Source: an optimization exercise on an open RTL-to-GDS flow (aim: small area, a short achievable clock period and few clock cycles per item). Production flows keep margins and buffers that such runs may drop. RTL that was checked went through simulation tests only; none was proved equivalent to the original. For run 2, only the layout was checked, not whether the RTL still works. Power figures rest on the tool's default switching activity, not on a simulated workload.

==> flow/design.v <==
package redmule_pkg;
  typedef enum logic [2:0] {
    MX_FMT_E4M3 = 3'b000,
    MX_FMT_E5M2 = 3'b001,
    MX_FMT_E3M2 = 3'b010,
    MX_FMT_E2M3 = 3'b011,
    MX_FMT_E2M1 = 3'b100
  } mx_format_e;
endpackage
import redmule_pkg::*;
module redmule_mx_encoder
#(
    parameter int unsigned DATA_W = 256,
    parameter int unsigned BITW = 16,
    parameter int unsigned NUM_LANES = 32
)(
    input logic                    clk_i,
    input logic                   rst_ni,
    input logic [2:0]              mx_format_i,
    input logic                  fp16_valid_i,
    output logic                 fp16_ready_o,
    input logic [NUM_LANES*BITW-1:0]       fp16_data_i,
    output logic                         mx_val_valid_o,
    input  logic                         mx_val_ready_i,
    output logic [DATA_W-1:0]            mx_val_data_o,
    output logic                         mx_exp_valid_o,
    input  logic                         mx_exp_ready_i,
    output logic [7:0]                   mx_exp_data_o
);
localparam int unsigned ELEM_WIDTH = 8;
logic f_e5m2, f_e3m2, f_e2m3, f_e2m1, f_e4m3;
assign f_e5m2 = (mx_format_i == MX_FMT_E5M2);
assign f_e3m2 = (mx_format_i == MX_FMT_E3M2);
assign f_e2m3 = (mx_format_i == MX_FMT_E2M3);
assign f_e2m1 = (mx_format_i == MX_FMT_E2M1);
assign f_e4m3 = !(f_e5m2 || f_e3m2 || f_e2m3 || f_e2m1);
logic mb3, mb2, mb1;
assign mb3 = f_e4m3 | f_e2m3;
assign mb2 = f_e5m2 | f_e3m2;
assign mb1 = f_e2m1;
logic sp7, sp5, sp3;
assign sp7 = f_e4m3 | f_e5m2;
assign sp5 = f_e3m2 | f_e2m3;
assign sp3 = f_e2m1;
logic [4:0] elim;
logic [6:0] mc, ic, ovf;
always_comb begin
  unique case (1'b1)
    f_e5m2: begin elim = 5'd30; mc = 7'h7B; ic = 7'h7C; ovf = 7'h7C; end
    f_e3m2: begin elim = 5'd6;  mc = 7'h1B; ic = 7'h1C; ovf = 7'h1C; end
    f_e2m3: begin elim = 5'd3;  mc = 7'h1F; ic = 7'h1F; ovf = 7'h20; end
    f_e2m1: begin elim = 5'd3;  mc = 7'h07; ic = 7'h07; ovf = 7'h08; end
    default: begin elim = 5'd14; mc = 7'h77; ic = 7'h78; ovf = 7'h78; end
  endcase
end
logic [4:0] emax;
logic [NUM_LANES-1:0] cand [6];
always_comb begin
  for (int l = 0; l < NUM_LANES; l++)
    cand[5][l] = ~&fp16_data_i[BITW*l+10 +: 5];
  for (int b = 4; b >= 0; b--) begin
    logic [NUM_LANES-1:0] hit;
    for (int l = 0; l < NUM_LANES; l++)
      hit[l] = cand[b+1][l] & fp16_data_i[BITW*l+10+b];
    emax[b] = |hit;
    cand[b] = emax[b] ? hit : cand[b+1];
  end
end
logic [7:0] scale;
always_comb begin
  logic [7:0] off;
  unique case (1'b1)
    f_e5m2:         off = 8'd97;    
    f_e3m2:         off = 8'd109;   
    f_e2m3, f_e2m1: off = 8'd110;   
    default:        off = 8'd105;   
  endcase
  scale = (emax == 5'd0) ? 8'd127 : ({3'b0, emax} + off);
end
logic [6:0] kd, ks;
logic [4:0] thr;
assign kd  = {2'b0, elim} - {2'b0, emax};
assign ks  = mb3 ? {kd[3:0], 3'b0} : mb2 ? {kd[4:0], 2'b0} : {kd[5:0], 1'b0};
assign thr = (emax > elim) ? (emax - elim) : 5'd0;
logic [DATA_W-1:0] val_d;
always_comb begin
  for (int l = 0; l < NUM_LANES; l++) begin
    logic       s;
    logic [4:0] e;
    logic [9:0] m;
    logic [6:0] z, w, c;
    logic       rbit, sticky, ru, zero, big, sat;
    s = fp16_data_i[BITW*l+15];
    e = fp16_data_i[BITW*l+10 +: 5];
    m = fp16_data_i[BITW*l +: 10];
    unique case (1'b1)
      mb3:     begin z = {e[3:0], m[9:7]}; rbit = m[6]; sticky = |m[5:0]; end
      mb2:     begin z = {e, m[9:8]};      rbit = m[7]; sticky = |m[6:0]; end
      default: begin z = {1'b0, e, m[9]};  rbit = m[8]; sticky = |m[7:0]; end
    endcase
    ru = rbit & (sticky | z[0]);
    w  = z + ks + {6'b0, ru};
    big  = &e;
    zero = (e <= thr);
    sat  = ((w & ovf) == ovf);
    if (big)       c = ic | {6'b0, |m};
    else if (sat)  c = mc;
    else           c = w;
    if (zero && !big) val_d[ELEM_WIDTH*l +: ELEM_WIDTH] = {s, 7'b0};
    else val_d[ELEM_WIDTH*l +: ELEM_WIDTH] =
        {s & sp7, c[6], c[5] | (s & sp5), c[4], c[3] | (s & sp3), c[2:0]};
  end
end
logic              v_q;
logic [DATA_W-1:0] val_q;
logic [7:0]        scale_q;
logic              load;
assign fp16_ready_o = !v_q || (mx_val_ready_i && mx_exp_ready_i);
assign load         = fp16_valid_i && fp16_ready_o;
always_ff @(posedge clk_i or negedge rst_ni) begin
  if (!rst_ni) v_q <= 1'b0;
  else if (fp16_ready_o) v_q <= fp16_valid_i;
end
always_ff @(posedge clk_i) begin
  if (load) begin
    val_q   <= val_d;
    scale_q <= scale;
  end
end
assign mx_val_valid_o = v_q;
assign mx_exp_valid_o = v_q;
assign mx_val_data_o  = val_q;
assign mx_exp_data_o  = scale_q;
endmodule
==> flow/run.sh <==
#!/bin/bash
# synth_recipe.tcl (not shown) runs the flow's synth.tcl, then flattens the netlist and writes it again
# the make line also repeats each setting of config.mk as NAME=value (left out here)
make -C /OpenROAD-flow-scripts/flow DESIGN_CONFIG=/design/flow/config.mk WORK_HOME=/design/flow/orfs CLKGATE_MAP_FILE= SYNTH_SCRIPT=/design/flow/synth_recipe.tcl finish
==> flow/config.mk <==
export PLATFORM = sky130hd
export DESIGN_NAME = redmule_mx_encoder
export DESIGN_NICKNAME = redmule_mx_encoder
export VERILOG_FILES = /design/flow/design.v
export SDC_FILE = /design/flow/constraint.sdc
export NUM_CORES = 4
export LEC_CHECK = 0
export ABC_AREA = 1
export CAP_MARGIN = 20
export CORE_MARGIN = 2
export CORE_UTILIZATION = 40
export PLACE_DENSITY = 0.6
export SLEW_MARGIN = 20
==> flow/constraint.sdc <==
create_clock -name core_clock -period 66.0 [get_ports {clk_i}]
set_input_delay 13.2000 -clock core_clock [delete_from_list [all_inputs] [get_ports {clk_i}]]
set_output_delay 13.2000 -clock core_clock [all_outputs]
set_load 0.01 [all_outputs]
==> qor.yml, run 1 <==
outcome: "no timing/DRC/antenna violations"
routed_wl_mm: 157.2
total_power_w: 0.001207
overflow: 0
pre_cts_slack_ps: 38270
critPathCapture: "fp16_ready_o"
initial_core_util_pct: 40.18
r2r_cells: 3
critical_path_required_ps: 52800
yosys.cell_types.count: 51
whs_ps: 622.7
ff2ff_setup_slack_ps: 63400
grt_start_max_net_pins: 134
power_density_nw_per_um2: 26.91
async_flop_share_pct: 0.3774
grt_use_total_pct: 33.62
port_buffers: 786
dr.first_iter.drc_count: 3725
synth-seq-cells: 265
dieWidth_microns: 298.7
skew_ps: 13.45
hold_viol_final: 0
io_pins: 787
crit_path_end_kind: "primary output"
power.leakage_nw: 20.57
hpwl_mm: 113.7
ys.flop_type: "edfxtp_1"
drive_gt1_share_pct: 3.790
cts.sinks: 265
r2r_start: "v_q"
finalSetupViolCount: 0
ys.warnings.count: 2
cts_resized: 0
syn_area_sq_um: 34750
setup_ws_ps: 38410
fp.dieArea_sq_um: 89240
htree_levels: 2
clockBufferDepth: 3
arrival_ps: 14390
clk_pin_slew_worst_paths_ps: 50
maxCapViolCount: 0
cp_max_fo: 2
grt_pass1_wl_mm: 230.0
finalCritPeriodShare_pct: 41.80
gp_congestion: 0.9256
crit_start: "mx_val_ready_i"
seq_area_frac_synth_pct: 22.89
max_freq_mhz: 36.25
post_drt_via_cell_ratio: 5.726
rsz0062_at_grt: "no"
post_cts_buffers: 0
ant_nets: 0
setup_tns_ps: 0
synthCells: 5101
finalMaxSlewViolations: 0
slew_headroom_pct: 22.57
syn_to_final_growth_pct: 29.06
antenna_found_initial: 44
clk_latency_ps: 570
num_vias: 39919
grt_pass1_vias: 36906
tightest_slew_ps: 1159
wl_per_cell_microns: 22.55
fin_nets: 6645
core_area_sq_um: 86480
fin_crit_ps: 27590
avgSynthCellArea_sq_um: 6.812
drc: 0
synth_fp_nets: 5988
cp-start-kind: "input pin"
path_class: "input pin to primary output"
die_y_microns: 298.7
synth-edff-count: 264
hold_buffers: 0
cts-root-buf: "clkbuf_16"
ir_drop_v: 0.00001745
reg2reg_to: "val_q[144]"
std_cell_rows: 108
cts_tree: "yes"
hold_path.class: "register to register"
cts_buffers: 35
dr.pass1.iters: 7
## report_power, final
part | switching (W) | internal (W)
logic | 0.000474 | 0.000296
registers | 0.00000954 | 0.000234
clock network | 0.0000804 | 0.000113
## flip-flops by register name (all words and copies together), names as in the netlist
signal	cells
val_q	256
scale_q	8
v_q	1
## routing by layer
layer	GRT usage (%)	wire length, microns	vias up
met5	0	78	-
met3	5.453	13150	265
met2	55.85	73280	1892
met1	43.38	64890	18547
li1	-	-	19201
met4	13.85	5833	14
## critical path: stages
cell             delay, ps
clkdlybuf4s50_1        450
nand2_1                 90
nand2_1                100
clkdlybuf4s50_1        550
## synthesized netlist by cell type, drive strengths merged (18+ instances only)
cell	instances	area [sq um]
nor2	327	1277
clkbuf	135	506.7
o221ai	23	201.4
nand3b	25	187.7
o22ai	102	638.1
nor3	39	195.2
o211ai	69	518.0
or4	31	232.7
ha	334	4179
xnor2	36	315.3
buf	76	468.0
nand3	523	2758
a22oi	47	352.8
a21o	18	135.1
edfxtp	264	7928
fa	33	660.6
xor2	132	1156
a21oi	712	3563
inv	597	2241
a221oi	23	201.4
nand4	66	412.9
o21a	40	300.3
o21ai	388	1942
nand2	987	3850
## per-stage QoR
stage | area [sq um] | utilization, % | cells
final | 44840 | 51.85 | 6972
after global routing | 44830 | 51.84 | 6968
after CTS | 44750 | 51.74 | 6933
after detailed placement | 43650 | 50.48 | 6876
after global placement | 43630 | 50.44 | 6875
after floorplan | 34750 | - | 5101
## layout make-up
cell class | count | area [sq um]
inverter | 604 | 2287
timing repair buffer | 831 | 8238
fill | 8666 | 41640
clock inverter | 12 | 137.6
sequential | 265 | 7953
multi-input combinational | 4021 | 23730
tap | 1155 | 1445
clock buffer | 45 | 955.9
antenna | 39 | 97.59
## logic make-up after synthesis
logic type,share of synthesized area [%]
flip-flops,22.89
AND/OR/NAND/NOR,25.88
AO/OA/AOI/OAI,23.74
buffers and inverters,9.330
XOR/XNOR,4.235
adder cells (fa/ha/maj),13.93
## placed cells by master, fill, tap and decap left out, types with 102 or more instances in the layout
| master | n |
|---|---|
| o21ai_0 | 333 |
| nand2_1 | 930 |
| edfxtp_1 | 264 |
| nand3_1 | 493 |
| ha_1 | 334 |
| a21oi_1 | 711 |
| nor2_1 | 310 |
| o22ai_1 | 102 |
| xor2_1 | 132 |
| inv_1 | 588 |
| clkdlybuf4s50_1 | 786 |
## how the worst min path moves through the flow
stage	slack [ps]	endpoint	from	cells after the start
floorplan	630	v_q	v_q	2
global placement	600	v_q	v_q	2
global route	670	v_q	v_q	2
finish	620	v_q	v_q	2
detailed placement	620	v_q	v_q	2
CTS	630	v_q	v_q	2
Testbench counts, summed over its fixed seeds: cycles 2,056, items 2,048.
==> run 2, diff against run 1 <==
--- a/flow/design.v
+++ b/flow/design.v
@@ -83,4 +83,12 @@
 assign ks  = mb3 ? {kd[3:0], 3'b0} : mb2 ? {kd[4:0], 2'b0} : {kd[5:0], 1'b0};
 assign thr = (emax > elim) ? (emax - elim) : 5'd0;
+function automatic logic [6:0] add7(input logic [6:0] a, input logic [6:0] b, input logic cin);
+  logic c;
+  c = cin;
+  for (int i = 0; i < 7; i++) begin
+    add7[i] = a[i] ^ b[i] ^ c;
+    c = (a[i] & b[i]) | (c & (a[i] ^ b[i]));
+  end
+endfunction
 logic [DATA_W-1:0] val_d;
 always_comb begin
@@ -100,5 +108,5 @@
     endcase
     ru = rbit & (sticky | z[0]);
-    w  = z + ks + {6'b0, ru};
+    w  = add7(z, ks, ru);
     big  = &e;
     zero = (e <= thr);
==> flow/flow/run.sh (new file) <==
#!/bin/bash
# Own layout flow: the standard synthesis, then the combinational logic is
# re-mapped for area (flip-flops untouched), then the standard layout from
# that netlist. Each tool's output goes to a log file in this folder.
set -euo pipefail
HERE=$(pwd)
FLOWDIR=$HERE/flow
R=$HERE/orfs/results/$FLOW_PLATFORM/redmule_mx_encoder/base
P=$FLOW_HOME/platforms/$FLOW_PLATFORM
LIB=$P/lib/sky130_fd_sc_hd__tt_025C_1v80.lib

bash standard.sh synth > $HERE/log_1_standard_synth.log 2>&1

cp $R/1_2_yosys.v $HERE/standard_netlist.v
DONTUSE=$(grep -A60 "^export DONT_USE_CELLS" $P/config.mk | sed -n '1,/^$/p' | grep -o "sky130_fd_sc_hd__[a-z0-9_]*" | sed 's/^/-dont_use /' | tr '\n' ' ')
printf 'set_driving_cell sky130_fd_sc_hd__buf_1\nset_load 5\n' > $HERE/reopt.constr
sed -e "s#{LIB}#$LIB#g" -e "s#{IN}#$HERE/standard_netlist.v#" -e "s#{TOP}#$FLOW_TOP#g" \
    -e "s#{ABCSCRIPT}#$FLOWDIR/reopt.abc#" -e "s#{CONSTR}#$HERE/reopt.constr#" \
    -e "s#{DONTUSE}#$DONTUSE#" -e "s#{STAT}#$HERE/reopt_stat.txt#" -e "s#{OUT}#$HERE/reopt_netlist.v#" \
    $FLOWDIR/reopt.ys > $HERE/reopt_run.ys
yosys -s $HERE/reopt_run.ys > $HERE/log_2_reopt_yosys.log 2>&1
cp $HERE/reopt_netlist.v $R/1_2_yosys.v

bash standard.sh do-1_synth > $HERE/log_3_synth_odb.log 2>&1
export BUFFER_PORTS_ARGS="-buffer_cell sky130_fd_sc_hd__buf_1"
bash standard.sh finish > $HERE/log_4_layout.log 2>&1
==> flow/flow/reopt.abc (new file) <==
strash
dch -f
amap
strash
dch -f
amap
topo
==> flow/flow/reopt.ys (new file) <==
# Re-map the combinational logic of the standard synthesis for area.
# Flip-flops (and tie cells) stay the instances standard synthesis made,
# with their names and cell types; all other cells are flattened to their
# library functions and mapped again by ABC with an area-only script.
read_liberty -ignore_miss_func {LIB}
read_verilog {IN}
hierarchy -top {TOP}
setattr -mod -set keep_hierarchy 1 sky130_fd_sc_hd__*df* sky130_fd_sc_hd__conb*
flatten
opt -purge
select {TOP}
abc -script {ABCSCRIPT} -liberty {LIB} -constr {CONSTR} {DONTUSE}
opt_clean -purge
tee -o {STAT} stat -liberty {LIB}
write_verilog -noattr -noexpr -nohex -nodec -selected {OUT}
==> flow/standard.sh (new file) <==
#!/bin/bash
# synth_recipe.tcl (not shown) runs the flow's synth.tcl, then flattens the netlist and writes it again
# the make line also repeats each setting of config.mk as NAME=value (left out here)
make -C /OpenROAD-flow-scripts/flow DESIGN_CONFIG=/design/flow/config.mk WORK_HOME=/design/flow/orfs CLKGATE_MAP_FILE= SYNTH_SCRIPT=/design/flow/synth_recipe.tcl "${@:-finish}"
removed: flow/run.sh
==> run 2 against run 1 <==
Still clean on timing, DRC and antenna. Maximum frequency decreased by 0.80%. Non-clock buffer count increased by 6. Critical path depth increased by 44. Power decreased by 27%. Critical path type is now input pin to register. Critical endpoint is now val_q[171].
==> qor.yml, run 2 <==
outcome: "no timing/DRC/antenna violations"
setup_ws_ps: 38190  # -221.5 ps
slew_headroom_pct: 20.95  # -1.6 points
gp_congestion: 1.010  # +9.1%
htree_levels: 2  # unchanged
maxCapViolCount: 0  # unchanged
fin_nets: 5210  # -22%
cts_buffers: 34  # -2.9%
core_area_sq_um: 65860  # -24%
dieWidth_microns: 262.1  # -12%
hold_viol_final: 0  # unchanged
drc: 0  # unchanged
cts_tree: "yes"
cts.sinks: 265  # unchanged
top_register: "val_q"
regArea_sq_um: 7953  # unchanged
syn_to_final_growth_pct: 22.05
hold_path.class: "register to register"
post_cts_buffers: 0  # unchanged
cpMostUsedCell: "nor2_1"
die_y_microns: 262.1  # -12%
antenna_found_initial: 43  # -2.3%
grt_pass1_wl_mm: 206.2  # -10%
clockBufferDepth: 3  # unchanged
pre_cts_slack_ps: 38110  # -162.1 ps
cts_resized: 0  # unchanged
clk_pin_slew_worst_paths_ps: 60  # about the same
setup_tns_ps: 0  # unchanged
avgSynthCellArea_sq_um: 6.981  # +2.5%
reg2reg_to: "val_q[192]"
port_buffers: 786  # unchanged
largestRegisters: "val_q: 256 flops, scale_q: 8 flops, v_q: 1 flops"
wl_per_cell_microns: 26.10  # +16%
fin_crit_ps: 27810  # +221.5 ps
initial_core_util_pct: 40.47  # +0.29 points
cp_max_fo: 40  # +38
swShare_pct: 46.22  # -0.47 points
drive_gt1_share_pct: 2.821  # -0.97 points
final_util_pct: 49.39  # -2.5 points
r2r_cells: 5  # +2
finalCritPeriodShare_pct: 42.14  # +0.34 points
cp-start-kind: "input pin"
crit_path_max_incr_delay_ps: 820  # +270 ps
skew_ps: 32.28  # +18.83 ps
overflow: 0  # unchanged
grt_use_total_pct: 40.22  # +6.6 points
dr.pass1.iters: 10  # +3
final_common_cell: "nor2_1"
grt_pass1_vias: 31822  # -14%
critical_path_required_ps: 66280  # +13480 ps
path_class: "input pin to register"
netSwitchingPower_w: 0.0004093  # -27%
crit_start: "fp16_data_i[314]"
power_density_nw_per_um2: 27.22  # +1.1%
fillers: 6804  # -21%
slowest_stage: "nor2_4"
finalMaxSlewViolations: 0  # unchanged
finalSetupViolCount: 0  # unchanged
io_pins: 787  # unchanged
hold_buffers: 0  # unchanged
ir_drop_v: 0.00001649  # -5.5%
grt.met2_usage_pct: 63.38  # +7.5 points
final_cell_mix: "nor2_1, buf_1, o21ai_0, nand2_1, a21oi_1"
ys.warnings.count: 2  # unchanged
clk_latency_ps: 580  # about the same
num_vias: 36498  # -8.6%
routed_wl_mm: 146.5  # -6.8%
seqPwrFrac_pct: 25.6  # +5.4 points
arrival_ps: 28090  # +13700 ps
synth_fp_nets: 4338  # -28%
multi_input_area_sq_um: 17710  # -25%
max_freq_mhz: 35.96  # -0.80%
internal-power_w: 0.0004762  # -26%
globalRouteMet3Util_pct: 9.336  # +3.9 points
hpwl_mm: 104.3  # -8.2%
critPathCapture: "val_q[171]"
ff2ff_setup_slack_ps: 62910  # -490 ps
pwr-share-clk_pct: 21.5  # +5.5 points
cts-root-buf: "clkbuf_16"
grt_start_max_net_pins: 126  # -6.0%
rsz0062_at_grt: "no"
power.leakage_nw: 10.23  # -50%
p_comb_share_pct: 52.9  # -11 points
use_met1_pct: 50.86  # +7.5 points
fp.dieArea_sq_um: 68710  # -23%
synthCells: 3818  # -25%
std_cell_rows: 94  # -13%
post_drt_via_cell_ratio: 6.502  # +14%
syn_area_sq_um: 26650  # -23%
crit_path_end_kind: "register"
dr.first_iter.drc_count: 5348  # +44%
r2r_start: "v_q"
top_usage_layer: "met2"
largest_reg_flops: 256  # unchanged
ant_nets: 0  # unchanged
tightest_slew_ps: 1184  # +25.27 ps
[run 2: cell types whose count changed in the layout (fill, tap and decap cells not counted), sizes merged, moves of 67 or more]
cell and delta:
xor2 -122, nand2 -622, clkdlybuf4s50 -786, o22ai +194, inv -587, a222oi +118
buf +792, nand3 -518, a21oi -371, ha -334, nor2 +556, o221ai +67
clkinv +309, a211oi +104
[run 2: per-stage QoR]
| stage | instances | power (W) | area (sq um) | hold WS (ps) |
|---|---|---|---|---|
| floorplan | 3818 | 0.0005407 | 26650 | 764.3 |
| finish | 5613 | 0.0008855 | 32530 | 650.2 |
| CTS | 5578 | 0.0008741 | 32430 | 652.4 |
| global placement | 5518 | 0.0006812 | 31340 | 639.4 |
| global route | 5600 | 0.0009372 | 32500 | 714.3 |
| detailed placement | 5518 | 0.0006818 | 31340 | 637.9 |
[run 2: worst min path at each step]
stage               cells after the start   to  slack [ps]  startpoint
finish                                  3  v_q         650         v_q
CTS                                     3  v_q         650         v_q
floorplan                               3  v_q         760         v_q
detailed placement                      3  v_q         640         v_q
global route                            3  v_q         710         v_q
global placement                        3  v_q         640         v_q
[run 2: routing by layer]
metal / vias up / wire (microns)
li1: 16760 / -
met1: 16749 / 55330
met2: 2500 / 65600
met3: 459 / 17120
met4: 30 / 8239
met5: - / 200
[run 2: area by class of cell]
class,count,area share (%)
inverter,318,3.727
clock buffer,41,2.892
sequential,265,24.45
clock inverter,19,0.4615
antenna,35,0.2692
tap,864,3.323
timing repair buffer,837,10.44
multi-input combinational,3234,54.44
[run 2: power groups by stage]
stage / clock network [W] / logic (W) / registers (W)
2_1_floorplan: 0 / 0.000300 / 0.000241
3_3_place_gp: 0 / 0.000451 / 0.000230
3_5_place_dp: 0 / 0.000452 / 0.000229
4_1_cts: 0.000193 / 0.000455 / 0.000226
5_1_grt: 0.000198 / 0.000512 / 0.000228
6_report: 0.000191 / 0.000468 / 0.000226
[run 2: critical path: cells and delay by family]
family	cells	cell delay, ps
simple gates	21	5980
compound gates	19	5570
buf+inv	8	3200
==> run 3, diff against run 2 <==
--- a/flow/design.v
+++ b/flow/design.v
@@ -78,17 +78,6 @@
   scale = (emax == 5'd0) ? 8'd127 : ({3'b0, emax} + off);
 end
-logic [6:0] kd, ks;
-logic [4:0] thr;
-assign kd  = {2'b0, elim} - {2'b0, emax};
-assign ks  = mb3 ? {kd[3:0], 3'b0} : mb2 ? {kd[4:0], 2'b0} : {kd[5:0], 1'b0};
-assign thr = (emax > elim) ? (emax - elim) : 5'd0;
-function automatic logic [6:0] add7(input logic [6:0] a, input logic [6:0] b, input logic cin);
-  logic c;
-  c = cin;
-  for (int i = 0; i < 7; i++) begin
-    add7[i] = a[i] ^ b[i] ^ c;
-    c = (a[i] & b[i]) | (c & (a[i] ^ b[i]));
-  end
-endfunction
+logic [5:0] kd;
+assign kd = {1'b0, elim} - {1'b0, emax};
 logic [DATA_W-1:0] val_d;
 always_comb begin
@@ -97,25 +86,31 @@
     logic [4:0] e;
     logic [9:0] m;
-    logic [6:0] z, w, c;
-    logic       rbit, sticky, ru, zero, big, sat;
+    logic [2:0] mt, mo;
+    logic       rbit, sticky, ones, ru, cy, zero, big;
+    logic [5:0] ep;        
+    logic [6:0] c;         
     s = fp16_data_i[BITW*l+15];
     e = fp16_data_i[BITW*l+10 +: 5];
     m = fp16_data_i[BITW*l +: 10];
     unique case (1'b1)
-      mb3:     begin z = {e[3:0], m[9:7]}; rbit = m[6]; sticky = |m[5:0]; end
-      mb2:     begin z = {e, m[9:8]};      rbit = m[7]; sticky = |m[6:0]; end
-      default: begin z = {1'b0, e, m[9]};  rbit = m[8]; sticky = |m[7:0]; end
+      mb3:     begin mt = m[9:7];         rbit = m[6]; sticky = |m[5:0]; ones = &m[9:7]; end
+      mb2:     begin mt = {1'b0, m[9:8]}; rbit = m[7]; sticky = |m[6:0]; ones = &m[9:8]; end
+      default: begin mt = {2'b0, m[9]};   rbit = m[8]; sticky = |m[7:0]; ones = m[9];   end
     endcase
-    ru = rbit & (sticky | z[0]);
-    w  = add7(z, ks, ru);
+    ru = rbit & (sticky | mt[0]) & !(ones && cand[0][l]);
+    cy = ru & ones;
+    mo = mt + {2'b0, ru};
+    ep   = {1'b0, e} + kd + {5'b0, cy};
     big  = &e;
-    zero = (e <= thr);
-    sat  = ((w & ovf) == ovf);
-    if (big)       c = ic | {6'b0, |m};
-    else if (sat)  c = mc;
-    else           c = w;
+    zero = (e == 5'd0) || ep[5] || (ep[4:0] == 5'd0) || (cy && ep[4:0] == 5'd1);
+    unique case (1'b1)
+      mb3:     c = {ep[3:0], mo[2:0]};
+      mb2:     c = {ep[4:0], mo[1:0]};
+      default: c = {4'b0, ep[1:0], mo[0]};
+    endcase
+    if (big) c = ic | {6'b0, |m};
     if (zero && !big) val_d[ELEM_WIDTH*l +: ELEM_WIDTH] = {s, 7'b0};
     else val_d[ELEM_WIDTH*l +: ELEM_WIDTH] =
-        {s & sp7, c[6], c[5] | (s & sp5), c[4], c[3] | (s & sp3), c[2:0]};
+        {s & sp7, c[6] & sp7, c[5] | (s & sp5), c[4], c[3] | (s & sp3), c[2:0]};
   end
 end
==> run 3 against run 2 <==
Still clean on timing, DRC and antenna. Global-route usage down 2.0 points. Area after synthesis shrank 6.1%. First-iteration DRC count decreased by 37%. Power down 13%. Sequential power decreased by 4%. Wire length shrank 11%. Maximum frequency rose by 4.0%. Core utilization up 0.21 points. Non-clock buffer count is 6 lower. Via count decreased by 9.1%. Highest routed layer unchanged.
==> qor.yml, run 3 <==
fin_crit_ps: 26750  # -1057 ps
hold_path.class: "register to register"
wl_per_cell_microns: 24.15  # -7.4%
initial_core_util_pct: 40.47  # about the same
clk_latency_ps: 560  # -20 ps
top_register: "val_q"
finalMaxSlewViolations: 0  # unchanged
tightest_slew_ps: 1175  # -9.308 ps
io_pins: 787  # unchanged
fin_nets: 5007  # -3.9%
crit_path_end_kind: "register"
std_cell_rows: 91  # -3.2%
gp_congestion: 0.9550  # -5.4%
ir_drop_v: 0.00001542  # -6.5%
crit_path_max_incr_delay_ps: 800  # -20 ps
hpwl_mm: 94.37  # -9.6%
final_cell_mix: "buf_1, nor2_1, clkinv_1, o21ai_0, a21oi_1"
regArea_sq_um: 7953  # unchanged
ant_nets: 0  # unchanged
drive_gt1_share_pct: 2.637  # -0.18 points
cts-root-buf: "clkbuf_16"
power_density_nw_per_um2: 25.12  # -7.7%
grt_start_max_net_pins: 76  # -40%
hold_buffers: 0  # unchanged
cp-start-kind: "input pin"
power.leakage_nw: 9.617  # -6.0%
cts.sinks: 265  # unchanged
core_area_sq_um: 61830  # -6.1%
slowest_stage: "a2111oi_0"
arrival_ps: 27140  # -950 ps
largestRegisters: "val_q: 256 flops, scale_q: 8 flops, v_q: 1 flops"
path_class: "input pin to register"
syn_area_sq_um: 25020  # -6.1%
maxCapViolCount: 0  # unchanged
finalSetupViolCount: 0  # unchanged
setup_tns_ps: 0  # unchanged
largest_reg_flops: 256  # unchanged
die_y_microns: 254.1  # -3.1%
cts_buffers: 34  # unchanged
cp_max_fo: 36  # -10%
clk_pin_slew_worst_paths_ps: 60  # about the same
port_buffers: 786  # unchanged
final_common_cell: "buf_1"
max_freq_mhz: 37.38  # +4.0%
cts_tree: "yes"
htree_levels: 2  # unchanged
syn_to_final_growth_pct: 22.56
overflow: 0  # unchanged
dr.pass1.iters: 6  # -4
antenna_found_initial: 41  # -4.7%
fp.dieArea_sq_um: 64570  # -6.0%
synth_fp_nets: 4141  # -4.5%
avgSynthCellArea_sq_um: 6.910  # -1.0%
synthCells: 3621  # -5.2%
ys.warnings.count: 2  # unchanged
post-place-cells: 5287  # -4.2%
clockBufferDepth: 3  # unchanged
grt_pass1_wl_mm: 183.7  # -11%
fin_cells: 5380  # -4.2%
drc: 0  # unchanged
num_vias: 33167  # -9.1%
final_util_pct: 49.60  # +0.21 points
multi_input_area_sq_um: 15660  # -12%
grt_pass1_vias: 28826  # -9.4%
dieWidth_microns: 254.1  # -3.1%
slew_headroom_pct: 21.20  # +0.25 points
finalCritPeriodShare_pct: 40.54  # -1.6 points
cts_resized: 0  # unchanged
grt_use_total_pct: 38.21  # -2.0 points
hold_viol_final: 0  # unchanged
outcome: "no timing/DRC/antenna violations"
post_drt_via_cell_ratio: 6.165  # -5.2%
critical_path_required_ps: 66390  # +110 ps
rsz0062_at_grt: "no"
skew_ps: 14.64  # -17.64 ps
post_cts_buffers: 0  # unchanged
routed_wl_mm: 129.9  # -11%
dr.first_iter.drc_count: 3359  # -37%
fillers: 6501  # -4.5%
## run 3: critical path: cells and delay by family
| kind | cells | cell delay (ps) |
|---|---|---|
| AO/OA/AOI/OAI | 17 | 5350 |
| AND/OR/NAND/NOR | 15 | 4610 |
| buffers and inverters | 10 | 3850 |
## run 3: layout make-up
| cell class | count | share of cell area (%) |
|---|---|---|
| Antenna cell | 31 | 0.2530 |
| Sequential cell | 265 | 25.93 |
| Inverter | 413 | 5.104 |
| Timing Repair Buffer | 831 | 10.73 |
| Clock inverter | 19 | 0.4080 |
| Multi-Input combinational cell | 2942 | 51.07 |
| Clock buffer | 42 | 3.080 |
| Tap cell | 837 | 3.415 |
## run 3: report_power, final
part	switching [W]	internal, W
Sequential	0.00000606	0.000211
Clock	0.0000804	0.000106
Combinational	0.000257	0.000110
Total	0.000343	0.000427
## run 3: path summary, 6_finish.rpt
| check | from | cells after the start | slack, ps | endpoint |
|---|---|---|---|---|
| worst max-delay path | fp16_data_i[317] | 42 | 39250 | val_q[72] |
| worst min-delay path | v_q | 3 | 650 | v_q |
| worst max register to register | v_q | 6 | 62440 | val_q[120] |
| worst min register to register | v_q | 3 | 650 | v_q |
| max in group asynchronous | rst_ni | 1 | 53520 | v_q |
| min in group asynchronous | rst_ni | 1 | 12390 | v_q |
## run 3: per-layer routing
| layer | GRT usage (%) | wire length [microns] | up-vias |
|---|---|---|---|
| met5 | 0 | 172 | - |
| met2 | 60.75 | 58450 | 1892 |
| met1 | 48.41 | 50780 | 15197 |
| met4 | 20.00 | 6927 | 28 |
| li1 | - | - | 15700 |
| met3 | 8.706 | 13620 | 350 |
## run 3: stage by stage
step | hold slack [ps] | power (W) | setup slack, ps | area (sq um)
floorplan | 764.3 | 0.0004580 | 33480 | 25020
global placement | 644.3 | 0.0005751 | 39130 | 29510
detailed placement | 640.7 | 0.0005761 | 38830 | 29510
CTS | 659.2 | 0.0007625 | 39250 | 30580
global route | 730.6 | 0.0008127 | 38850 | 30650
finish | 649.8 | 0.0007703 | 39250 | 30670
Testbench counts of run 3, summed over its fixed seeds: cycles 2,056, items 2,048.
==> run 4, diff against run 3 <==
--- a/flow/config.mk
+++ b/flow/config.mk
@@ -10,4 +10,6 @@
 export CORE_MARGIN = 2
 export CORE_UTILIZATION = 40
+export CTS_CLUSTER_DIAMETER = 100
+export CTS_CLUSTER_SIZE = 20
 export PLACE_DENSITY = 0.6
 export SLEW_MARGIN = 20
==> run 4 against run 3 <==
Critical path type is now input pin to primary output. Die area is the same. First-iteration DRC count grew 0.30%. Synthesized cell count is the same. Global-route usage shrank 0.25 points. Wire length shrank 0.17%. Non-clock buffer count is the same. Highest routed layer unchanged. Largest cell class unchanged.
==> qor.yml, run 4 <==
fin_nets: 4992  # -0.30%
path_cells: "buf_1 -> nand2_1 -> nand2_1 -> buf_1"
dieWidth_microns: 254.1  # unchanged
crit_path_max_incr_delay_ps: 150  # -650 ps
max_freq_mhz: 37.39  # about the same
post_cts_buffers: 0  # unchanged
core_area_sq_um: 61830  # unchanged
synthCells: 3621  # unchanged
cp_num_cells: 4  # -90%
drive_gt1_share_pct: 2.209  # -0.43 points
synth_fp_nets: 4141  # unchanged
syn_to_final_growth_pct: 20.62
grt_use_total_pct: 37.96  # -0.25 points
setup_tns_ps: 0  # unchanged
port_buffers: 786  # unchanged
crit_family: "buffers and inverters"
ff2ff_setup_slack_ps: 62470  # +30 ps
maxCapViolCount: 0  # unchanged
hold_buffers: 0  # unchanged
die_y_microns: 254.1  # unchanged
largest_reg_flops: 256  # unchanged
rsz0062_at_grt: "no"
reg2reg_to: "val_q[117]"
fin_crit_ps: 26740  # -9.000 ps
postLayoutCellArea_sq_um: 30180  # -1.6%
antenna_found_initial: 36  # -12%
htree_levels: 1  # -1
power.leakage_nw: 9.383  # -2.4%
total_power_w: 0.0007120  # -7.6%
finalSetupViolCount: 0  # unchanged
dr.first_iter.drc_count: 3369  # +0.30%
ant_nets: 0  # unchanged
avgSynthCellArea_sq_um: 6.910  # unchanged
syn_area_sq_um: 25020  # unchanged
tightest_slew_ps: 1140  # -35.08 ps
cts_tree: "yes"
critical_path_required_ps: 52800  # -13590 ps
grt_start_max_net_pins: 76  # unchanged
finalCritPeriodShare_pct: 40.52  # about the same
fp.dieArea_sq_um: 64570  # unchanged
wl_per_cell_microns: 24.26  # +0.45%
cts_resized: 0  # unchanged
dr.pass1.iters: 9  # +3
fillers: 6550  # +0.75%
final_cell_mix: "buf_1, nor2_1, clkinv_1, o21ai_0, a21oi_1"
cts_buffers: 19  # -44%
io_pins: 787  # unchanged
power_density_nw_per_um2: 23.59  # -6.1%
regArea_sq_um: 7953  # unchanged
ir_drop_v: 0.00001915  # +24%
num_vias: 33043  # -0.37%
crit_path_end_kind: "primary output"
path_class: "input pin to primary output"
critPathCapture: "fp16_ready_o"
grt_pass1_wl_mm: 184.0  # +0.14%
cts.sinks: 265  # unchanged
crit_start: "mx_exp_ready_i"
multi_input_area_sq_um: 15660  # unchanged
slew_headroom_pct: 23.56  # +2.4 points
cp-start-kind: "input pin"
hold_viol_final: 0  # unchanged
hold_path.class: "register to register"
place_area_sq_um: 29510  # unchanged
std_cell_rows: 91  # unchanged
drc: 0  # unchanged
clockBufferDepth: 3  # unchanged
initial_core_util_pct: 40.47  # unchanged
hpwl_mm: 94.37  # unchanged
clk_pin_slew_worst_paths_ps: 80  # +20 ps
critPathBufInv: 2  # -8
skew_ps: 14.15  # -0.4874 ps
gp_congestion: 0.9550  # unchanged
ys.warnings.count: 2  # unchanged
cts-root-buf: "clkbuf_16"
top_register: "val_q"
r2r_cells: 6  # unchanged
slowest_stage: "buf_1"
r2r_start: "v_q"
post_drt_via_cell_ratio: 6.180  # +0.24%
overflow: 0  # unchanged
clk_latency_ps: 580  # +20 ps
finalMaxSlewViolations: 0  # unchanged
final_common_cell: "buf_1"
arrival_ps: 13540  # -13600 ps
largestRegisters: "val_q: 256 flops, scale_q: 8 flops, v_q: 1 flops"
cp_max_fo: 2  # -94%
grt_pass1_vias: 28751  # -0.26%
outcome: "no timing/DRC/antenna violations"
routed_wl_mm: 129.7  # -0.17%
-- run 4: area by class of cell --
| type | instances | area share, % |
|---|---|---|
| clock inverters | 9 | 0.3358 |
| multi-input cells | 2942 | 51.89 |
| repair buffers | 831 | 10.92 |
| clock buffers | 22 | 1.613 |
| inverters | 413 | 5.186 |
| flip-flops and latches | 265 | 26.35 |
| diodes | 28 | 0.2322 |
| well taps | 837 | 3.470 |
-- run 4: through the flow --
stage / cells / hold WS, ps / setup WS, ps / util (%)
6_report: 5347 / 655.1 / 39260 / 48.82
2_1_floorplan: 3621 / 764.3 / 33480 / -
4_1_cts: 5318 / 663.8 / 39250 / 48.68
3_3_place_gp: 5287 / 644.3 / 39130 / 47.73
5_1_grt: 5340 / 736.0 / 38880 / 48.79
3_5_place_dp: 5287 / 640.7 / 38830 / 47.73
-- run 4: layer usage --
layer	up-vias	global-route usage (%)	part of all wire, %
met2	1833	61.31	45
met1	15257	49.24	39
met5	-	0	0.11
met3	298	7.170	11
li1	15631	-	-
met4	24	17.21	4.5
-- run 4: worst min-delay path by stage --
stage,slack [ps],endpoint,cells after the start,startpoint
floorplan,760,v_q,3,v_q
global placement,640,v_q,3,v_q
detailed placement,640,v_q,3,v_q
CTS,660,v_q,3,v_q
global route,740,v_q,3,v_q
finish,660,v_q,3,v_q
-- run 4: worst min-delay path, cell delays in order, from the launching register on --
cell	delay (ps)
dfrtp_1	360
nand2_1	70
clkinv_1	80
or2_0	110
-- run 4: power by group --
part / internal [W] / total (W) / leakage, nW / switching [W]
sequential: 0.000210 / 0.000216 / 2.53 / 0.00000605
combinational: 0.000110 / 0.000367 / 6.57 / 0.000257
clock: 0.0000586 / 0.000128 / 0.284 / 0.0000698
total: 0.000379 / 0.000712 / 9.38 / 0.000333
==> run 5, diff against run 4 <==
--- a/flow/config.mk
+++ b/flow/config.mk
@@ -9,7 +9,7 @@
 export CAP_MARGIN = 20
 export CORE_MARGIN = 2
-export CORE_UTILIZATION = 40
+export CORE_UTILIZATION = 55
 export CTS_CLUSTER_DIAMETER = 100
 export CTS_CLUSTER_SIZE = 20
-export PLACE_DENSITY = 0.6
+export PLACE_DENSITY = 0.7
 export SLEW_MARGIN = 20
==> run 5 against run 4 <==
Synthesized cell count stayed put. Area after synthesis is the same. The run now fails in I/O pin placement (3_2_place_iop).
==> qor.yml, run 5 <==
outcome: "aborted with a tool error"
stop_stage: "I/O pin placement (3_2_place_iop)"
stop_error: "[ERROR PPL-0024] Number of IO pins (787) exceeds maximum number of available positions (780). Increase the die perimeter from 869.18um to 1070.32um."
synth_fp_nets: 4141  # unchanged
initial_core_util_pct: 55.38  # +15 points
ys.warnings.count: 2  # unchanged
avgSynthCellArea_sq_um: 6.910  # unchanged
dieWidth_microns: 217.3  # -14%
syn_area_sq_um: 25020  # unchanged
std_cell_rows: 78  # -14%
synthCells: 3621  # unchanged
die_y_microns: 217.3  # -14%
==> run 6, diff against run 5 <==
--- a/flow/config.mk
+++ b/flow/config.mk
@@ -7,9 +7,9 @@
 export LEC_CHECK = 0
 export ABC_AREA = 1
-export CAP_MARGIN = 20
+export CAP_MARGIN = 10
 export CORE_MARGIN = 2
-export CORE_UTILIZATION = 55
+export CORE_UTILIZATION = 40
 export CTS_CLUSTER_DIAMETER = 100
 export CTS_CLUSTER_SIZE = 20
-export PLACE_DENSITY = 0.7
-export SLEW_MARGIN = 20
+export PLACE_DENSITY = 0.6
+export SLEW_MARGIN = 10
==> run 6 against run 5 <==
The run now finishes clean. Area after synthesis unchanged. Synthesized cell count stayed put.
==> qor.yml, run 6 <==
final_cell_mix: "buf_1, nor2_1, clkinv_1, o21ai_0, a21oi_1"
gp_congestion: 0.9550
hpwl_mm: 94.37
ant_nets: 0
finalMaxSlewViolations: 0
crit_path_max_incr_delay_ps: 820
drive_gt1_share_pct: 2.187
num_vias: 33000
critical_path_required_ps: 66380
finalSetupViolCount: 0
port_buffers: 786
cp_max_fo: 36
outcome: "no timing/DRC/antenna violations"
synthCells: 3621  # unchanged
dr.pass1.iters: 6
hold_path.class: "register to register"
avgSynthCellArea_sq_um: 6.910  # unchanged
post_cts_buffers: 0
wl_per_cell_microns: 24.23
finalCritPeriodShare_pct: 40.90
ys.warnings.count: 2  # unchanged
fin_nets: 4991
whs_ps: 656.4
total_power_w: 0.0007118
syn_to_final_growth_pct: 20.56
post_drt_via_cell_ratio: 6.173
grt_start_max_net_pins: 76
power.leakage_nw: 9.376
fin_crit_ps: 27000
final_common_cell: "buf_1"
drc: 0
cts_resized: 0
pre_cts_slack_ps: 38830
path_class: "input pin to register"
synth_fp_nets: 4141  # unchanged
clk_latency_ps: 570
clk_pin_slew_worst_paths_ps: 80
slowest_stage: "a2111oi_0"
reg2reg_to: "val_q[117]"
tightest_slew_ps: 1123
arrival_ps: 27370
power_density_nw_per_um2: 23.60
htree_levels: 1
cts.sinks: 265
crit_start: "fp16_data_i[317]"
cts-root-buf: "clkbuf_16"
r2r_start: "v_q"
io_pins: 787
max_freq_mhz: 37.04
initial_core_util_pct: 40.47  # -15 points
crit_path_end_kind: "register"
std_cell_rows: 91  # +17%
core_area_sq_um: 61830
antenna_found_initial: 36
hold_viol_final: 0
fp.dieArea_sq_um: 64570
grt_use_total_pct: 37.96
setup_ws_ps: 39000
r2r_cells: 6
cts_tree: "yes"
top_register: "val_q"
dieWidth_microns: 254.1  # +17%
largest_reg_flops: 256
largestRegisters: "val_q: 256 flops, scale_q: 8 flops, v_q: 1 flops"
fillers: 6551
ir_drop_v: 0.00001946
hold_buffers: 0
clockBufferDepth: 3
cts_buffers: 19
grt_pass1_wl_mm: 184.0
slew_headroom_pct: 24.66
skew_ps: 18.34
cp-start-kind: "input pin"
overflow: 0
ff2ff_setup_slack_ps: 62430
setup_tns_ps: 0
dr.first_iter.drc_count: 3223
maxCapViolCount: 0
die_y_microns: 254.1  # +17%
rsz0062_at_grt: "no"
grt_pass1_vias: 28751
routed_wl_mm: 129.5
critPathCapture: "val_q[72]"
syn_area_sq_um: 25020  # unchanged
## run 6: where the power goes
| part | internal [W] | total (W) | switching, W |
|---|---|---|---|
| logic | 0.000110 | 0.000367 | 0.000257 |
| clock network | 0.0000586 | 0.000128 | 0.0000698 |
| registers | 0.000210 | 0.000216 | 0.00000602 |
## run 6: critical path, delay by kind of cell
kind                   cells  cell delay, ps
buffers and inverters     10            3900
AND/OR/NAND/NOR           15            4910
AO/OA/AOI/OAI             17            5300
## run 6: layer usage
metal | GRT usage [%] | vias up | wire length, microns
met5 | 0 | - | 154
met2 | 61.31 | 1831 | 58920
met1 | 49.24 | 15198 | 50930
li1 | - | 15642 | -
met3 | 7.170 | 305 | 13660
met4 | 17.21 | 24 | 5877
## run 6: cell type report
cell class | instances | area [sq um] | share of cell area, %
clock buffers | 22 | 486.7 | 1.613
repair buffers | 830 | 3281 | 10.88
well taps | 837 | 1047 | 3.472
flip-flops and latches | 265 | 7953 | 26.36
inverters | 413 | 1565 | 5.189
diodes | 28 | 70.07 | 0.2323
multi-input cells | 2942 | 15660 | 51.92
clock inverters | 9 | 101.3 | 0.3360
## run 6: how the worst min path moves through the flow
| stage | startpoint | end | slack, ps | depth (start not counted) |
|---|---|---|---|---|
| 6_report | v_q | v_q | 660 | 3 |
| 5_1_grt | v_q | v_q | 740 | 3 |
| 4_1_cts | v_q | v_q | 660 | 3 |
| 3_5_place_dp | v_q | v_q | 640 | 3 |
| 3_3_place_gp | v_q | v_q | 640 | 3 |
| 2_1_floorplan | v_q | v_q | 760 | 3 |
## run 6: through the flow
| stage | instances | util (%) | cell area [sq um] |
|---|---|---|---|
| global route | 5339 | 48.76 | 30150 |
| finish | 5346 | 48.79 | 30170 |
| floorplan | 3621 | - | 25020 |
| detailed placement | 5287 | 47.73 | 29510 |
| CTS | 5318 | 48.68 | 30100 |
| global placement | 5287 | 47.73 | 29510 |
==> run 7, diff against run 6 <==
--- a/flow/design.v
+++ b/flow/design.v
@@ -55,16 +55,21 @@
 end
 logic [4:0] emax;
-logic [NUM_LANES-1:0] cand [6];
+logic [NUM_LANES-1:0] cand0;
+logic [NUM_LANES-1:0] eb [5];
+logic [NUM_LANES-1:0] c0, c1, c2;
 always_comb begin
-  for (int l = 0; l < NUM_LANES; l++)
-    cand[5][l] = ~&fp16_data_i[BITW*l+10 +: 5];
-  for (int b = 4; b >= 0; b--) begin
-    logic [NUM_LANES-1:0] hit;
+  for (int b = 0; b < 5; b++)
     for (int l = 0; l < NUM_LANES; l++)
-      hit[l] = cand[b+1][l] & fp16_data_i[BITW*l+10+b];
-    emax[b] = |hit;
-    cand[b] = emax[b] ? hit : cand[b+1];
-  end
+      eb[b][l] = fp16_data_i[BITW*l+10+b];
 end
+assign c0 = ~(eb[4] & eb[3] & eb[2] & eb[1] & eb[0]);
+assign emax[4] = |(c0 & eb[4]);
+assign emax[3] = emax[4] ? |(c0 & eb[4] & eb[3]) : |(c0 & eb[3]);
+assign c1 = c0 & ~(eb[4] ^ {NUM_LANES{emax[4]}}) & ~(eb[3] ^ {NUM_LANES{emax[3]}});
+assign emax[2] = |(c1 & eb[2]);
+assign emax[1] = emax[2] ? |(c1 & eb[2] & eb[1]) : |(c1 & eb[1]);
+assign c2 = c1 & ~(eb[2] ^ {NUM_LANES{emax[2]}}) & ~(eb[1] ^ {NUM_LANES{emax[1]}});
+assign emax[0] = |(c2 & eb[0]);
+assign cand0   = emax[0] ? (c2 & eb[0]) : c2;
 logic [7:0] scale;
 always_comb begin
@@ -98,5 +103,5 @@
       default: begin mt = {2'b0, m[9]};   rbit = m[8]; sticky = |m[7:0]; ones = m[9];   end
     endcase
-    ru = rbit & (sticky | mt[0]) & !(ones && cand[0][l]);
+    ru = rbit & (sticky | mt[0]) & !(ones && cand0[l]);
     cy = ru & ones;
     mo = mt + {2'b0, ru};
--- a/flow/flow/run.sh
+++ b/flow/flow/run.sh
@@ -1,5 +1,5 @@
 #!/bin/bash
 # Own layout flow: the standard synthesis, then the combinational logic is
-# re-mapped for area (flip-flops untouched), then the standard layout from
+# re-mapped for area by ABC (flow/reopt.abc; flip-flops untouched), then the standard layout from
 # that netlist. Each tool's output goes to a log file in this folder.
 set -euo pipefail
@@ -20,4 +20,9 @@
     $FLOWDIR/reopt.ys > $HERE/reopt_run.ys
 yosys -s $HERE/reopt_run.ys > $HERE/log_2_reopt_yosys.log 2>&1
+
+# the registers must be the standard synthesis's, by name and cell type
+grep -oE "sky130_fd_sc_hd__[a-z0-9_]*df[a-z0-9_]* +[^ ]+" $HERE/standard_netlist.v | sort > $HERE/regs_standard.txt
+grep -oE "sky130_fd_sc_hd__[a-z0-9_]*df[a-z0-9_]* +[^ ]+" $HERE/reopt_netlist.v | sort > $HERE/regs_reopt.txt
+cmp $HERE/regs_standard.txt $HERE/regs_reopt.txt
 cp $HERE/reopt_netlist.v $R/1_2_yosys.v
 
==> flow/flow/reopt.abc (replaced) <==
strash
&get -n
&deepsyn -T 240
&put
dch -f
amap
topo
--- a/flow/config.mk
+++ b/flow/config.mk
@@ -7,5 +7,5 @@
 export LEC_CHECK = 0
 export ABC_AREA = 1
-export CAP_MARGIN = 10
+export CAP_MARGIN = 20
 export CORE_MARGIN = 2
 export CORE_UTILIZATION = 40
@@ -13,3 +13,3 @@
 export CTS_CLUSTER_SIZE = 20
 export PLACE_DENSITY = 0.6
-export SLEW_MARGIN = 10
+export SLEW_MARGIN = 20
==> run 7 against run 6 <==
Core utilization is 0.36 points higher. Final area down 1.5%. Sequential share of layout area rose by 0.40 points. Largest cell class unchanged.
==> qor.yml, run 7 <==
outcome: "no timing/DRC/antenna violations"
finalMaxSlewViolations: 0  # unchanged
grt_pass1_vias: 29896  # +4.0%
core_area_sq_um: 60470  # -2.2%
finalCritPeriodShare_pct: 42.28  # +1.4 points
hold_path.class: "register to register"
cp_max_fo: 33  # -8.3%
whs_ps: 686.4  # +29.99 ps
pre_cts_slack_ps: 38890  # +60.50 ps
cts_tree: "yes"
crit_path_max_incr_delay_ps: 930  # +110 ps
antenna_found_initial: 48  # +33%
synth_fp_nets: 3922  # -5.3%
regArea_sq_um: 7953  # unchanged
crit_path_end_kind: "register"
cp-start-kind: "input pin"
synthCells: 3402  # -6.0%
clockBufferDepth: 3  # unchanged
top_register: "val_q"
final_cell_mix: "buf_1, nor2_1, clkinv_1, nand2_1, o21ai_0"
setup_ws_ps: 38100  # -905.3 ps
cts.sinks: 265  # unchanged
dieWidth_microns: 251.6  # -1.0%
port_buffers: 786  # unchanged
fillers: 6393  # -2.4%
max_freq_mhz: 35.84  # -3.2%
drive_gt1_share_pct: 2.432  # +0.25 points
hold_viol_final: 0  # unchanged
tightest_slew_ps: 1092  # -30.87 ps
hold_buffers: 0  # unchanged
cts-root-buf: "clkbuf_16"
ir_drop_v: 0.00001491  # -23%
crit_start: "fp16_data_i[43]"
arrival_ps: 28320  # +950 ps
crit_family: "simple AND/OR/NAND/NOR gates"
clk_latency_ps: 580  # about the same
std_cell_rows: 90  # -1.1%
critPathBufInv: 14  # +4
clk_pin_slew_worst_paths_ps: 80  # about the same
final_common_cell: "buf_1"
maxCapViolCount: 0  # unchanged
fin_crit_ps: 27900  # +905.3 ps
dr.pass1.iters: 6  # unchanged
grt_use_total_pct: 41.52  # +3.6 points
hpwl_mm: 105.7  # +12%
post_drt_via_cell_ratio: 6.450  # +4.5%
syn_area_sq_um: 24510  # -2.0%
multi_input_area_sq_um: 15100  # -3.6%
critical_path_required_ps: 66410  # +30 ps
ant_nets: 0  # unchanged
htree_levels: 1  # unchanged
slew_headroom_pct: 25.30  # +0.64 points
power_density_nw_per_um2: 23.84  # +1.0%
slowest_stage: "a221oi_1"
fin_nets: 4786  # -4.1%
num_vias: 32858  # -0.43%
largestRegisters: "val_q: 256 flops, scale_q: 8 flops, v_q: 1 flops"
routed_wl_mm: 138.2  # +6.7%
dr.first_iter.drc_count: 4070  # +26%
skew_ps: 30.60  # +12.26 ps
post_cts_buffers: 0  # unchanged
fp.dieArea_sq_um: 63280  # -2.0%
path_class: "input pin to register"
power.leakage_nw: 9.406  # +0.32%
hold_start: "v_q"
cpMostUsedCell: "nor2_1"
overflow: 0  # unchanged
drc: 0  # unchanged
ys.warnings.count: 2  # unchanged
post-place-cells: 5028  # -4.9%
finalSetupViolCount: 0  # unchanged
grt_pass1_wl_mm: 196.0  # +6.6%
syn_to_final_growth_pct: 21.24
fin_cells: 5094  # -4.7%
total_power_w: 0.0007086  # -0.44%
avgSynthCellArea_sq_um: 7.206  # +4.3%
rsz0062_at_grt: "no"
gp_congestion: 1.027  # +7.5%
die_y_microns: 251.6  # -1.0%
io_pins: 787  # unchanged
largest_reg_flops: 256  # unchanged
wl_per_cell_microns: 27.13  # +12%
cts_resized: 0  # unchanged
setup_tns_ps: 0  # unchanged
cts_buffers: 18  # -1
initial_core_util_pct: 40.54  # +0.067 points
r2r_start: "v_q"
grt_start_max_net_pins: 91  # +20%
-- run 7: worst paths after layout --
path                            cells after the start  slack [ps]         end
worst min register to register                      3         690         v_q
min in group asynchronous                           1       12370         v_q
max in group asynchronous                           1       53530         v_q
worst max register to register                      5       62860  val_q[230]
worst min-delay path                                3         690         v_q
worst max-delay path                               51       38100  val_q[233]
-- run 7: worst reg2reg max path: stages, from the launching register on --
cell and delay [ps]:
dfrtp_1 400, nand2_1 100, clkinv_1 120, nor2b_4 440, buf_4 700, buf_4 910
-- run 7: per-stage QoR --
stage	area, sq um	util [%]
2_1_floorplan	24510	-
6_report	29720	49.15
4_1_cts	29630	49.00
3_3_place_gp	29050	48.05
3_5_place_dp	29070	48.07
5_1_grt	29700	49.12
-- run 7: metal layers --
metal  track usage, %  vias up  wire, microns
met4            20.17       26           6799
met3            11.08      406          16760
li1                 -    14903              -
met1            52.32    15317          52130
met2            65.88     2206          62310
met5                0        -            172
-- run 7: power by group --
group	internal [W]	switching, W
clock network	0.0000566	0.0000649
logic	0.000112	0.000257
registers	0.000213	0.00000506
-- run 7: cell type report --
cell class | count | share of cell area (%)
Tap cell | 782 | 3.292
Inverter | 427 | 5.410
Timing Repair Buffer | 845 | 11.53
Clock inverter | 6 | 0.2652
Multi-Input combinational cell | 2709 | 50.82
Sequential cell | 265 | 26.76
Clock buffer | 24 | 1.625
Antenna cell | 36 | 0.3031
Testbench counts of run 7, summed over its fixed seeds: cycles 2,056, items 2,048.

-- afterwards: timing with drivers on the ports --
The results above use ideal ports. As a check the final layouts listed here were re-extracted and re-timed, cells and wires unchanged.
Step 1 sets driving cells, clkbuf_16 on the clock port and buf_2 on the other inputs (assumed; they add their load-dependent delay and slew).
Step 2 adds t to the input delays and takes it off the output delays; t is the mean of the earliest and latest rising clock arrival at the registers after step 1. Input paths then give back, and output paths get back, about the clock's delay inside the block.
a / b / c = no drivers / after step 1 / after step 2; a / b = the first two.
| run | t, ns | setup WS [ns] | worst setup path after step 2 | worst data-port slew with drivers (ns) |
|---|---|---|---|---|
| run 1 | 0.634 | 38.411 / 38.386 / 38.057 | input to register | 0.15 |
| run 2 | 0.630 | 38.189 / 38.203 / 37.573 | input to register | 0.18 |
| run 3 | 0.626 | 39.246 / 39.232 / 38.644 | input to register | 0.15 |
| run 4 | 0.633 | 39.255 / 39.233 / 38.668 | input to register | 0.15 |
| run 6 | 0.633 | 39.004 / 39.033 / 38.400 | input to register | 0.15 |
| run 7 | 0.636 | 38.098 / 38.083 / 37.448 | input to register | 0.16 |
After both steps setup and hold are still met in every run listed. For run 7, which loses most, drivers alone change the setup slack by -0.015 ns; drivers and shift together by -0.650 ns.
